Background: an optimization exercise with open tools, aiming at small area. Do not read the settings as production practice.
The RTL was checked by simulation tests, not by an equivalence proof against the original design.
No driver is modelled on the clock port, so clock power and skew are understated where the tree is cut down; a real chip needs a root buffer or a tree.
No activity file was given, so power comes from the tool's default toggle rates.

==> inputs of job 9852 <==
Design pcs_8b_10b, start of the top module:
module pcs_8b_10b(clk, reset, tx_rd_in, tx_char_val, tx_data_in, tx_data_out, rx_rd_in, rx_char_val, rx_data_in, rx_data_out);
  input clk ;
  wire clk ;
  input reset ;
  wire reset ;
  input tx_rd_in ;
  wire tx_rd_in ;
  input tx_char_val ;
  wire tx_char_val ;
  input [7:0] tx_data_in ;
  wire [7:0] tx_data_in ;
  output [9:0] tx_data_out ;
  reg [9:0] tx_data_out ;
  input rx_rd_in ;
  wire rx_rd_in ;
  output rx_char_val ;
  input [9:0] rx_data_in ;
  wire [9:0] rx_data_in ;
  output [7:0] rx_data_out ;
  wire [1:0] e000 ;
  wire [9:0] e001 ;
  wire e002 ;
  wire e003 ;
  wire e004 ;
  wire e005 ;
  wire e006 ;
  wire e007 ;
  wire e008 ;
  wire e009 ;
  wire e010 ;
  wire e011 ;
  wire e012 ;
  wire e013 ;
  wire e014 ;
  wire e015 ;
  wire e016 ;
  wire e017 ;
  wire e018 ;
  wire e019 ;
  wire e020 ;
  wire e021 ;
  wire e022 ;
  wire e023 ;
  wire e024 ;
  wire e025 ;
  wire e026 ;
  wire e027 ;
  wire e028 ;
  wire e029 ;
  wire e030 ;
  wire e031 ;
  wire e032 ;
  wire e033 ;
  wire e034 ;
  wire e035 ;
  wire e036 ;
  wire e037 ;
  wire e038 ;
  wire e039 ;
  wire e040 ;
  wire e041 ;
  wire e042 ;
  wire e043 ;
  wire e044 ;
  wire e045 ;
  wire e046 ;
  wire e047 ;
  wire e048 ;
  wire e049 ;
  wire e050 ;
  wire e051 ;
  wire e052 ;
  wire e053 ;
  wire e054 ;
  wire e055 ;
  wire e056 ;
  wire e057 ;
  wire e058 ;
  wire e059 ;
  wire e060 ;
  wire e061 ;
  wire e062 ;
  wire e063 ;
  wire e064 ;
  wire e065 ;
  wire e066 ;
  wire e067 ;
  wire e068 ;
  wire e069 ;
  wire e070 ;
  wire e071 ;
  wire e072 ;
  wire e073 ;
  wire e074 ;
  wire e075 ;
  wire e076 ;
  wire e077 ;
  wire e078 ;
  wire e079 ;
  wire e080 ;
  wire e081 ;
  wire e082 ;
  wire e083 ;
  wire e084 ;
  wire e085 ;
  wire e086 ;
  wire e087 ;
  wire e088 ;
  wire e089 ;
  wire e090 ;
  wire e091 ;
  reg [1:0] e_hi_r ;
  wire [1:0] e_kk_r ;
  reg [3:0] e_lo_r ;
  reg e_rd_r ;
  wire in_k28 ;
  reg k28 ;
  assign e074 = e066 & ~(e073) ;
  assign e075 = e048 | e031 ;
  assign e076 = e075 | ~(e051) ;
  assign e077 = ~(e076 & e074) ;
  assign e001[4] = e057 ? e077 : e074 ;
  assign e078 = tx_data_in[7] & ~(tx_char_val) ;
  assign e079 = ~(e_hi_r[0] | e_hi_r[1]) ;
  assign e080 = e_kk_r[0] | ~(e079) ;
  assign e081 = e_hi_r[0] & e_hi_r[1] ;
  assign e082 = e081 | ~(e034) ;
  assign e083 = e080 & ~(e082) ;
  assign e084 = ~(e083 | e078) ;
  ...
Settings: LEC_CHECK=0, CAP_MARGIN=20, CORE_MARGIN=2, CORE_UTILIZATION=60, GPL_TIMING_DRIVEN=0, PLACE_DENSITY=0.7, SLEW_MARGIN=20; clock period 4.0 ns.
standard.sh (not shown) runs the stock make flow with config.mk's settings and CLKGATE_MAP_FILE= SYNTH_SCRIPT=/design/flow/synth_recipe.tcl, a recipe that flattens the netlist after the stock synthesis.
==> flow/flow/run.sh <==
#!/bin/bash
# Own layout flow: the standard layout (standard.sh) with three changes.
#  1. Synthesis is the standard script (synth_recipe.tcl) with the combinational
#     mapping step changed: no half/full-adder extraction and an area-oriented
#     ABC mapping (flow/area.abc). Registers are made by the same Yosys passes as
#     in the standard synthesis, so they keep their names and cell types.
#  2. Ports are buffered with sky130_fd_sc_hd__buf_1 instead of the default.
#  3. The clock tree is built by flow/cts_pre.tcl (a few clock buffers, each
#     driving one group of nearby clock pins) in place of clock_tree_synthesis.
# Each tool's output goes to a log file of its own in the work folder.
set -euo pipefail
WORK="$(cd "$(dirname "$0")/.." && pwd)"
cd "$WORK"

# synthesis script: the standard one with our mapping step
sed -e "s#@AREA_ABC@#$WORK/flow/area.abc#" flow/synth_pre.tcl > "$WORK/own_synth.tcl"
tail -n +2 synth_recipe.tcl >> "$WORK/own_synth.tcl"

# the standard make line, with our synthesis script
sed -e "s#SYNTH_SCRIPT=[^ ]*#SYNTH_SCRIPT=$WORK/own_synth.tcl#" standard.sh > own_standard.sh

bash own_standard.sh synth > "$WORK/log_synth.txt" 2>&1

export PRE_CTS_TCL="$WORK/flow/cts_pre.tcl"
export BUFFER_PORTS_ARGS="-buffer_cell sky130_fd_sc_hd__buf_1"
bash own_standard.sh > "$WORK/log_layout.txt" 2>&1
test -s out/final.def
==> flow/flow/area.abc <==
strash
&get -n
&dch -f
&nf -R 30 -p -C 32 -F 8
&put
topo
Other scripts of this flow, unchanged in this note and not shown: flow/flow/cts_pre.tcl, flow/flow/synth_pre.tcl
==> job 3014 (differences from job 9852) <==
==> flow/flow/area.abc (replaced) <==
strash
&get -n
&dch -f
&nf -R 10 -p -C 32 -F 8
&put
topo
==> job 9059 (differences from job 9852) <==
==> flow/flow/area.abc (replaced) <==
strash
&get -n
&dch -f
&nf -R 20 -p -C 32 -F 8
&put
topo
==> job 6247 (differences from job 9852) <==
==> flow/flow/area.abc (replaced) <==
strash
&get -n
&dch -f
&nf -R 1000 -p -C 32 -F 8
&put
topo
==> summary of the runs <==
- In job 3014 the via count is higher than in job 6247, by 5.7%.
- The lowest wire length belongs to job 9852, the highest to job 3014.
- Total power, highest first: job 6247, job 3014, job 9852, job 9059.
- The lowest fmax belongs to job 6247, the highest to job 9059.
- Clock skew, lowest first: job 3014, job 6247, job 9852, job 9059.
- Combinational power: job 6247 > job 3014 > job 9852 > job 9059.
- Of job 6247 and job 3014, job 6247 has the higher first-iteration DRC count (gap about 19%, measured against job 3014).
- In register-to-register slack, job 6247 and job 3014 hardly differ.
- In flip-flop and latch count, job 3014 and job 9059 do not differ.
- The highest cell area belongs to job 3014, the lowest to job 9852.
==> figures <==
| metric | job 6247 | job 9852 | job 9059 | job 3014 |
|---|---|---|---|---|
| Total number of vias | 1517 | 1507 | 1569 | 1604 |
| Number of multi-input logic gates | 145 | 146 | 148 | 153 |
| Worst slew margin relative to its limit | 0.677 | 0.743 | 0.691 | 0.712 |
| Number of global-route vias before repair | 1374 | 1352 | 1482 | 1408 |
| Fraction of area in multi-input gates | 0.442 | 0.443 | 0.450 | 0.461 |
| Status | timing/DRC/antenna clean | timing/DRC/antenna clean | timing/DRC/antenna clean | timing/DRC/antenna clean |
| Post-synthesis share of cell area spent on xor and xnor gates | 0.110 | 0.109 | 0.0984 | 0.0831 |
| CTS clock-pin slew for the worst setup and hold paths | 90 ps | 110 ps | 110 ps | 90 ps |
| Proportion of power drawn by flip-flops and latches | 0.589 | 0.596 | 0.599 | 0.592 |
| Number of different library cells in the post-synthesis netlist | 36 | 36 | 39 | 42 |
| Clock insertion delay at the later pin of the skew report | 150 ps | 160 ps | 160 ps | 150 ps |
| Endpoint with the worst hold slack | rx_data_out[7] | rx_data_out[7] | rx_data_out[2] | rx_data_out[4] |
| Fraction of power consumed by the clock network | 0.183 | 0.184 | 0.184 | 0.185 |
| Layout fillers | 256 | 245 | 250 | 255 |
| Synthesized netlist cell count | 195 | 197 | 199 | 203 |
| Synthesized area | 1830 um^2 | 1850 um^2 | 1870 um^2 | 1900 um^2 |
| Flip-flop and latch share of the layout cell area | 0.425 | 0.431 | 0.429 | 0.416 |
| Clock skew | 16.0 ps | 40.0 ps | 41.1 ps | 15.4 ps |
| Share of final-layout standard cells stronger than drive strength 1 | 0.0537 | 0.0207 | 0.0124 | 0.0285 |
| Logic depth of the worst setup path including buffers | 14 | 12 | 11 | 10 |
| HPWL after DPL | 2530 um | 2490 um | 2680 um | 2850 um |
In every run of this note, the design's own scripts or RTL, not TritonCTS, make the clock network.

-- re-timing with driven ports --
Ports are ideal in the flow. The routed layouts listed here were re-timed in OpenROAD.
Step 1: set_driving_cell puts a clkbuf_16 on clk and a buf_2 on each other input, an assumption about the parent block.
Step 2 adds t to the input delays and takes it off the output delays; t is the mean of the earliest and latest rising clock arrival at the registers after step 1. Input paths then give back, and output paths get back, about the clock's delay inside the block.
Three values: no drivers, after step 1, after step 2; two values: the first two.
| run | shift t [ns] | slack for setup (ns) | worst data-port slew with drivers (ns) |
|---|---|---|---|
| job 9852 | 0.190 | 0.330 / 0.356 / 0.167 | 0.03 |
| job 3014 | 0.186 | 0.270 / 0.292 / 0.106 | 0.03 |
| job 9059 | 0.183 | 0.341 / 0.364 / 0.181 | 0.03 |
| job 6247 | 0.190 | 0.243 / 0.269 / 0.079 | 0.03 |
After both steps setup and hold are still met in every run listed.
